What follows belongs to an exercise in optimizing a design on an open flow for a short achievable clock period and few clock cycles; a production flow would make more cautious choices.
At most, simulation tests tie the RTL to the original design; equivalence was not proved.
Power and IR drop assume default switching activity.

## cpu
module cpu(input         clk, reset,
           input  [15:0] dataout, instruction,
           output        MemRd, MemWr,
           output [15:0] datain, instrAddr, dataAddr);
  reg [15:0] pc;           
  reg [15:0] ras;          
  reg        xv;           
  reg [7:1]  xao, xbo;     
  reg [7:0]  xsa, xsb;     
  reg [2:0]  xd;           
  reg        xwe;          
  reg        xand, xcall, xsub;  
  reg        ximm;         
  reg [15:0] xi;           
  reg        xld, xbyte, xsx, xst, xsv;
  reg [8:0]  xs9;          
  reg [2:0]  xm;           
  reg        xret, xpt;    
  reg [15:0] xpc2, xbt;    
  reg [15:0] xrt;          
  reg        xla, xlb;     
  reg [15:0] mres, mdata;
  reg [7:1]  mwe;          
  reg        mld, mbyte, msx, mwr;
  reg [15:0] r1, r2, r3, r4, r5, r6, r7;
  wire [15:0] av = ({16{xsa[0]}} & mres) | ({16{xsa[1]}} & r1) | ({16{xsa[2]}} & r2) |
                   ({16{xsa[3]}} & r3)   | ({16{xsa[4]}} & r4) | ({16{xsa[5]}} & r5) |
                   ({16{xsa[6]}} & r6)   | ({16{xsa[7]}} & r7);
  wire [15:0] bv = ({16{xsb[0]}} & mres) | ({16{xsb[1]}} & r1) | ({16{xsb[2]}} & r2) |
                   ({16{xsb[3]}} & r3)   | ({16{xsb[4]}} & r4) | ({16{xsb[5]}} & r5) |
                   ({16{xsb[6]}} & r6)   | ({16{xsb[7]}} & r7);
  wire        st = xv & (xla | xlb);           
  wire        go = xv & ~st;                   
  wire [15:0] bop = ximm ? xi : xsub ? ~bv : bv;
  wire [15:0] sum = av + bop + {15'd0, xsub};
  wire [15:0] res = xcall ? xpc2 : xand ? (av & bop) : sum;
  wire        eq = (av == bv);
  wire        lt = (av[15] ^ bv[15]) ? av[15] : (av[14:0] < bv[14:0]);   
  wire        mbr = eq ? xm[2] : lt ? xm[1] : xm[0];
  ...
Size: ~300 flip-flops, about 84 I/O pins.
==> module cpu, before the edit <==
module cpu(input         clk, reset,
           input  [15:0] dataout, instruction,
           output        MemRd, MemWr,
           output [15:0] datain, instrAddr, dataAddr);
  reg [15:0] pc;           
  reg [15:0] ras;          
  reg        xv;           
  reg [7:1]  xao, xbo;     
  reg [7:0]  xsa, xsb;     
  reg [2:0]  xd;           
  reg        xwe;          
  reg        xand, xcall, xsub;  
  reg        ximm;         
  reg [15:0] xi;           
  reg        xld, xbyte, xsx, xst, xsv;
  reg [8:0]  xs9;          
  reg [2:0]  xm;           
  reg        xret, xpt;    
  reg [15:0] xpc2, xbt;    
  reg [15:0] xrt;          
  reg        xla, xlb;     
  reg [15:0] mres, mdata;
  reg [7:1]  mwe;          
  reg        mld, mbyte, msx, mwr;
  reg [15:0] r1, r2, r3, r4, r5, r6, r7;
  wire [15:0] av = ({16{xsa[0]}} & mres) | ({16{xsa[1]}} & r1) | ({16{xsa[2]}} & r2) |
                   ({16{xsa[3]}} & r3)   | ({16{xsa[4]}} & r4) | ({16{xsa[5]}} & r5) |
                   ({16{xsa[6]}} & r6)   | ({16{xsa[7]}} & r7);
  wire [15:0] bv = ({16{xsb[0]}} & mres) | ({16{xsb[1]}} & r1) | ({16{xsb[2]}} & r2) |
                   ({16{xsb[3]}} & r3)   | ({16{xsb[4]}} & r4) | ({16{xsb[5]}} & r5) |
                   ({16{xsb[6]}} & r6)   | ({16{xsb[7]}} & r7);
  wire        st = xv & (xla | xlb);           
  wire        go = xv & ~st;                   
  wire [15:0] bop = ximm ? xi : xsub ? ~bv : bv;
  wire [15:0] sum = av + bop + {15'd0, xsub};
  wire [15:0] res = xcall ? xpc2 : xand ? (av & bop) : sum;
  wire        eq = (av == bv);
  wire        lt = (av[15] ^ bv[15]) ? av[15] : (av[14:0] < bv[14:0]);   
  wire        mbr = eq ? xm[2] : lt ? xm[1] : xm[0];
  wire        mis = go & (mbr | (xret & (av != xrt)));
  wire [15:0] redir = xret ? av : xpt ? xpc2 : xbt;
  wire [15:0] i  = instruction;
  wire [3:0]  op = i[15:12];
  wire [15:0] pc2;
  wire [10:0] hip, him;
  pcinc pci(pc, pc2, hip, him);
  wire [5:0]  lo = {1'b0, pc[4:0]} + {1'b0, i[4:0]};
  wire [15:0] bt = {i[4] ? (lo[5] ? pc[15:5] : him) : (lo[5] ? hip : pc[15:5]), lo[4:0]};
  wire [15:0] jt = {pc2[15:13], i[11:0], 1'b0};
  wire fbr  = (op[3:2] == 2'b10);
  wire fj   = (op[3:1] == 3'b110);
  wire fret = (op == 4'd14);
  wire fpt  = i[4] | op[0] | (~op[1] & i[11]);    
  wire sj   = fj;
  wire sr   = fret;
  wire sb   = fbr & fpt;
  wire ss   = ~(sj | sr | sb);
  wire [15:0] fnext = ({16{sj}} & jt) | ({16{sr}} & ras) | ({16{sb}} & bt) | ({16{ss}} & pc2);
  reg [2:0] ftk;
  always @(*)
    case (op[1:0])
      2'd0: ftk = 3'b110;    
      2'd1: ftk = 3'b101;    
      2'd2: ftk = 3'b100;    
      default: ftk = 3'b011;  
    endcase
  wire fR    = ~op[3] & ~op[2] & ~(op[1] & op[0]);           
  wire fA75  = (~op[3] & (op[2] | (op[1] & op[0]))) | (fbr & ~i[11]);
  wire fA7   = fret;
  wire fA119 = (op == 4'd15);
  wire fB108 = (op == 4'd7) | fbr;
  wire [7:0] d86  = 8'd1 << i[8:6];
  wire [7:0] d75  = 8'd1 << i[7:5];
  wire [7:0] d119 = 8'd1 << i[11:9];
  wire [7:0] d53  = 8'd1 << i[5:3];
  wire [7:0] d108 = 8'd1 << i[10:8];
  wire [7:0] fao = ({8{fR}} & d86) | ({8{fA75}} & d75) | ({8{fA119}} & d119) | ({8{fA7}} & 8'h80);
  wire [7:0] fbo = ({8{fR}} & d53) | ({8{fB108}} & d108);
  wire       xw  = xv & xwe;    
  wire       e86 = (i[8:6] == xd), e75 = (i[7:5] == xd), e119 = (i[11:9] == xd);
  wire       e53 = (i[5:3] == xd), e108 = (i[10:8] == xd), e7 = (xd == 3'd7);
  wire       ffa = xw & ((fR & e86) | (fA75 & e75) | (fA119 & e119) | (fA7 & e7));
  wire       ffb = xw & ((fR & e53) | (fB108 & e108));
  wire [2:0] fd  = fR ? i[11:9] : (op == 4'd13) ? 3'd7 : i[10:8];
  wire       fwe = (fR | (~op[3] & (op[2] ^ (op[1] & op[0]))) | (op == 4'd13)) & (fd != 3'd0);
  wire       fimm = ~fR;
  wire       fld  = (op == 4'd5) | (op == 4'd6);
  wire       fst  = (op == 4'd7) | (op == 4'd15);
  wire       fsv  = (op == 4'd15);
  wire       fand = (op == 4'd0) | (op == 4'd4);
  wire       fsub = (op == 4'd2);
  wire [15:0] fi  = (op == 4'd15) ? 16'd0 : {{11{i[4] & (op != 4'd4)}}, i[4:0]};
  always @(posedge clk or posedge reset)
    if (reset) begin
      pc <= 16'd0;
      xv <= 1'b0;
    end else if (mis) begin
      pc <= redir;
      xv <= 1'b0;
    end else if (!st) begin
      pc <= fnext;
      xv <= 1'b1;
    end
  always @(posedge clk)
    if (!st && op == 4'd13) ras <= pc2;
  always @(posedge clk)
    if (st) begin
      xsa <= {xao, 1'b0}; xsb <= {xbo, 1'b0}; xla <= 1'b0; xlb <= 1'b0;
    end else begin
      xao <= fao[7:1]; xbo <= fbo[7:1];
      xsa <= {fao[7:1] & {7{~ffa}}, ffa};
      xsb <= {fbo[7:1] & {7{~ffb}}, ffb};
      xla <= ffa & xld; xlb <= ffb & xld;
      xd <= fd; xwe <= fwe; xand <= fand; xsub <= fsub; xcall <= (op == 4'd13);
      ximm <= fimm; xi <= fi;
      xld <= fld; xbyte <= (op == 4'd6); xsx <= i[11]; xst <= fst; xsv <= fsv;
      xs9 <= i[8:0];
      xm <= fbr ? (ftk ^ {3{fpt}}) : 3'b000;
      xret <= fret; xpt <= fpt;
      xpc2 <= pc2; xbt <= bt; xrt <= ras;
    end
  wire [7:0] xdo = 8'd1 << xd;
  always @(posedge clk or posedge reset)
    if (reset) begin
      mwe <= 7'd0; mld <= 1'b0; mwr <= 1'b0;
    end else begin
      mwe <= (go & xwe) ? xdo[7:1] : 7'd0; mld <= go & xld; mwr <= go & xst;
    end
  always @(posedge clk) begin
    mres  <= res;
    mdata <= xsv ? {{7{xs9[8]}}, xs9} : bv;
    mbyte <= xbyte;
    msx   <= xsx;
  end
  wire [15:0] ldv = mbyte ? {{8{msx & dataout[7]}}, dataout[7:0]} : dataout;
  wire [15:0] wv  = mld ? ldv : mres;
  always @(posedge clk) begin
    if (mwe[1]) r1 <= wv;
    if (mwe[2]) r2 <= wv;
    if (mwe[3]) r3 <= wv;
    if (mwe[4]) r4 <= wv;
    if (mwe[5]) r5 <= wv;
    if (mwe[6]) r6 <= wv;
    if (mwe[7]) r7 <= wv;
  end
  assign instrAddr = pc;
  assign dataAddr  = mres;
  assign datain    = mdata;
  assign MemRd     = mld;
  assign MemWr     = mwr;
endmodule
==> flow/config.mk <==
export PLATFORM = sky130hd
export DESIGN_NAME = cpu
export DESIGN_NICKNAME = cpu
export VERILOG_FILES = /design/flow/design.v
export SDC_FILE = /design/flow/constraint.sdc
export NUM_CORES = 4
export LEC_CHECK = 0
export CAP_MARGIN = 20
export CORE_MARGIN = 2
export CORE_UTILIZATION = 40
export PLACE_DENSITY = 0.6
export SLEW_MARGIN = 20
export SYNTH_HIERARCHICAL = 1
==> flow/constraint.sdc <==
create_clock -name core_clock -period 13.0 [get_ports {clk}]
set_input_delay 2.6000 -clock core_clock [delete_from_list [all_inputs] [get_ports {clk}]]
set_output_delay 2.6000 -clock core_clock [all_outputs]
set_load 0.01 [all_outputs]
standard.sh (not shown) runs the stock make flow with config.mk's settings and CLKGATE_MAP_FILE= SYNTH_SCRIPT=/design/flow/synth_recipe.tcl, a recipe that flattens the netlist after the stock synthesis.
==> flow/flow/run.sh <==
#!/bin/bash
# Own flow: the standard layout, with two changes to how it is made (the clock period
# and constraints are unchanged):
#  - the port buffers that buffer_ports inserts are plain buffers (buf_2), not whatever cell
#    it picks by default (a delay cell on this platform);
#  - repair_timing aims for more setup slack than the default.
set -euo pipefail
bash standard.sh SETUP_SLACK_MARGIN=9.2 'BUFFER_PORTS_ARGS=-buffer_cell sky130_fd_sc_hd__buf_2' finish > flow_standard.log 2>&1
Testbench counts at the start, summed over its fixed seeds: cycles 9,878.
==> next run, changes <==
--- a/flow/design.v
+++ b/flow/design.v
@@ -3,8 +3,14 @@
              output [10:0] hip, him);
   assign pc2 = pc + 16'd2;
   assign hip = pc[15:5] + 11'd1;
   assign him = pc[15:5] - 11'd1;
+endmodule
+module cmux #(parameter WIDTH = 11)
+             (input              s,
+              input  [WIDTH-1:0] d1, d0,
+              output [WIDTH-1:0] y);
+  assign y = s ? d1 : d0;
 endmodule
 module cpu(input         clk, reset,
            input  [15:0] dataout, instruction,
            output        MemRd, MemWr,
@@ -29,8 +35,9 @@
   reg [15:0] mres, mdata;
   reg [7:1]  mwe;          
   reg        mld, mbyte, msx, mwr;
   reg [15:0] r1, r2, r3, r4, r5, r6, r7;
+  wire [7:0]  xdo = 8'd1 << xd;
   wire [15:0] av = ({16{xsa[0]}} & mres) | ({16{xsa[1]}} & r1) | ({16{xsa[2]}} & r2) |
                    ({16{xsa[3]}} & r3)   | ({16{xsa[4]}} & r4) | ({16{xsa[5]}} & r5) |
                    ({16{xsa[6]}} & r6)   | ({16{xsa[7]}} & r7);
   wire [15:0] bv = ({16{xsb[0]}} & mres) | ({16{xsb[1]}} & r1) | ({16{xsb[2]}} & r2) |
@@ -51,9 +58,9 @@
   wire [15:0] pc2;
   wire [10:0] hip, him;
   pcinc pci(pc, pc2, hip, him);
   wire [5:0]  lo = {1'b0, pc[4:0]} + {1'b0, i[4:0]};
-  wire [15:0] bt = {i[4] ? (lo[5] ? pc[15:5] : him) : (lo[5] ? hip : pc[15:5]), lo[4:0]};
+  wire        c5 = lo[5];    
   wire [15:0] jt = {pc2[15:13], i[11:0], 1'b0};
   wire fbr  = (op[3:2] == 2'b10);
   wire fj   = (op[3:1] == 3'b110);
   wire fret = (op == 4'd14);
@@ -61,9 +68,21 @@
   wire sj   = fj;
   wire sr   = fret;
   wire sb   = fbr & fpt;
   wire ss   = ~(sj | sr | sb);
-  wire [15:0] fnext = ({16{sj}} & jt) | ({16{sr}} & ras) | ({16{sb}} & bt) | ({16{ss}} & pc2);
+  wire [10:0] bt1 = i[4] ? pc[15:5] : hip;
+  wire [10:0] bt0 = i[4] ? him : pc[15:5];
+  wire [10:0] bth;
+  cmux #(11) btm(c5, bt1, bt0, bth);
+  wire [15:0] bt = {bth, lo[4:0]};
+  wire [15:0] keep = mis ? redir : pc;
+  wire        usek = mis | st;
+  wire [15:0] nb  = ({16{sj}} & jt) | ({16{sr}} & ras) | ({16{ss}} & pc2);
+  wire [15:0] n1  = usek ? keep : nb | {{11{sb}} & bt1, {5{sb}} & lo[4:0]};
+  wire [15:0] n0  = usek ? keep : nb | {{11{sb}} & bt0, {5{sb}} & lo[4:0]};
+  wire [15:0] pcd;
+  cmux #(11) pcm(c5, n1[15:5], n0[15:5], pcd[15:5]);
+  assign pcd[4:0] = n0[4:0];
   reg [2:0] ftk;
   always @(*)
     case (op[1:0])
       2'd0: ftk = 3'b110;    
@@ -82,13 +101,11 @@
   wire [7:0] d53  = 8'd1 << i[5:3];
   wire [7:0] d108 = 8'd1 << i[10:8];
   wire [7:0] fao = ({8{fR}} & d86) | ({8{fA75}} & d75) | ({8{fA119}} & d119) | ({8{fA7}} & 8'h80);
   wire [7:0] fbo = ({8{fR}} & d53) | ({8{fB108}} & d108);
-  wire       xw  = xv & xwe;    
-  wire       e86 = (i[8:6] == xd), e75 = (i[7:5] == xd), e119 = (i[11:9] == xd);
-  wire       e53 = (i[5:3] == xd), e108 = (i[10:8] == xd), e7 = (xd == 3'd7);
-  wire       ffa = xw & ((fR & e86) | (fA75 & e75) | (fA119 & e119) | (fA7 & e7));
-  wire       ffb = xw & ((fR & e53) | (fB108 & e108));
+  wire [7:1] xwd = {7{xv & xwe}} & xdo[7:1];
+  wire       ffa = |(fao[7:1] & xwd);
+  wire       ffb = |(fbo[7:1] & xwd);
   wire [2:0] fd  = fR ? i[11:9] : (op == 4'd13) ? 3'd7 : i[10:8];
   wire       fwe = (fR | (~op[3] & (op[2] ^ (op[1] & op[0]))) | (op == 4'd13)) & (fd != 3'd0);
   wire       fimm = ~fR;
   wire       fld  = (op == 4'd5) | (op == 4'd6);
@@ -100,24 +117,21 @@
   always @(posedge clk or posedge reset)
     if (reset) begin
       pc <= 16'd0;
       xv <= 1'b0;
-    end else if (mis) begin
-      pc <= redir;
-      xv <= 1'b0;
-    end else if (!st) begin
-      pc <= fnext;
-      xv <= 1'b1;
+    end else begin
+      pc <= pcd;
+      xv <= ~mis;       
     end
   always @(posedge clk)
     if (!st && op == 4'd13) ras <= pc2;
   always @(posedge clk)
     if (st) begin
       xsa <= {xao, 1'b0}; xsb <= {xbo, 1'b0}; xla <= 1'b0; xlb <= 1'b0;
     end else begin
       xao <= fao[7:1]; xbo <= fbo[7:1];
-      xsa <= {fao[7:1] & {7{~ffa}}, ffa};
-      xsb <= {fbo[7:1] & {7{~ffb}}, ffb};
+      xsa <= {fao[7:1] & ~xwd, ffa};
+      xsb <= {fbo[7:1] & ~xwd, ffb};
       xla <= ffa & xld; xlb <= ffb & xld;
       xd <= fd; xwe <= fwe; xand <= fand; xsub <= fsub; xcall <= (op == 4'd13);
       ximm <= fimm; xi <= fi;
       xld <= fld; xbyte <= (op == 4'd6); xsx <= i[11]; xst <= fst; xsv <= fsv;
@@ -125,9 +139,8 @@
       xm <= fbr ? (ftk ^ {3{fpt}}) : 3'b000;
       xret <= fret; xpt <= fpt;
       xpc2 <= pc2; xbt <= bt; xrt <= ras;
     end
-  wire [7:0] xdo = 8'd1 << xd;
   always @(posedge clk or posedge reset)
     if (reset) begin
       mwe <= 7'd0; mld <= 1'b0; mwr <= 1'b0;
     end else begin
Via count rises by 4.0%.
Maximum frequency hardly moves.
Setup slack loses 0.0046 ns.
Final area goes up by 0.98%.
Wire length grows by 5.0%.
Power came out higher by 2.6%.
Count of clock-buffer cells in the layout climbs by 7.
Non-clock buffer count climbs by 16.
Cell count increases by 2.3%.
Clock power rose by about 0.9%.
Function not checked in the second run of this note: the RTL went through the layout flow alone.

afterwards: timing with drivers on the ports:
The results above use ideal ports. As a check the final layouts listed here were re-extracted and re-timed, cells and wires unchanged. Step 1 (the two cells are an assumption about what drives the block):
set clk [get_ports {clk}]
set_driving_cell -lib_cell sky130_fd_sc_hd__clkbuf_16 $clk
set_driving_cell -lib_cell sky130_fd_sc_hd__buf_2 [delete_from_list [all_inputs] $clk]
Step 2 times the ports against the registers' clock, not the clock port: input delays grow and output delays shrink by t, the midpoint of the rising clock arrivals with the driver on. a / b / c = no drivers / after step 1 / after step 2; a / b = the first two.
run | shift t [ns] | setup WS [ns] | worst register clock-pin slew, ns
the first run | 0.595 | 8.981 / 8.935 / 8.340 | 0.07 / 0.07
the second run | 0.577 | 8.976 / 8.961 / 8.384 | 0.06 / 0.06
After both steps setup and hold are still met in every run listed. The setup slack of the first run, which loses most, moves by -0.046 ns with the drivers and by -0.641 ns with both steps.
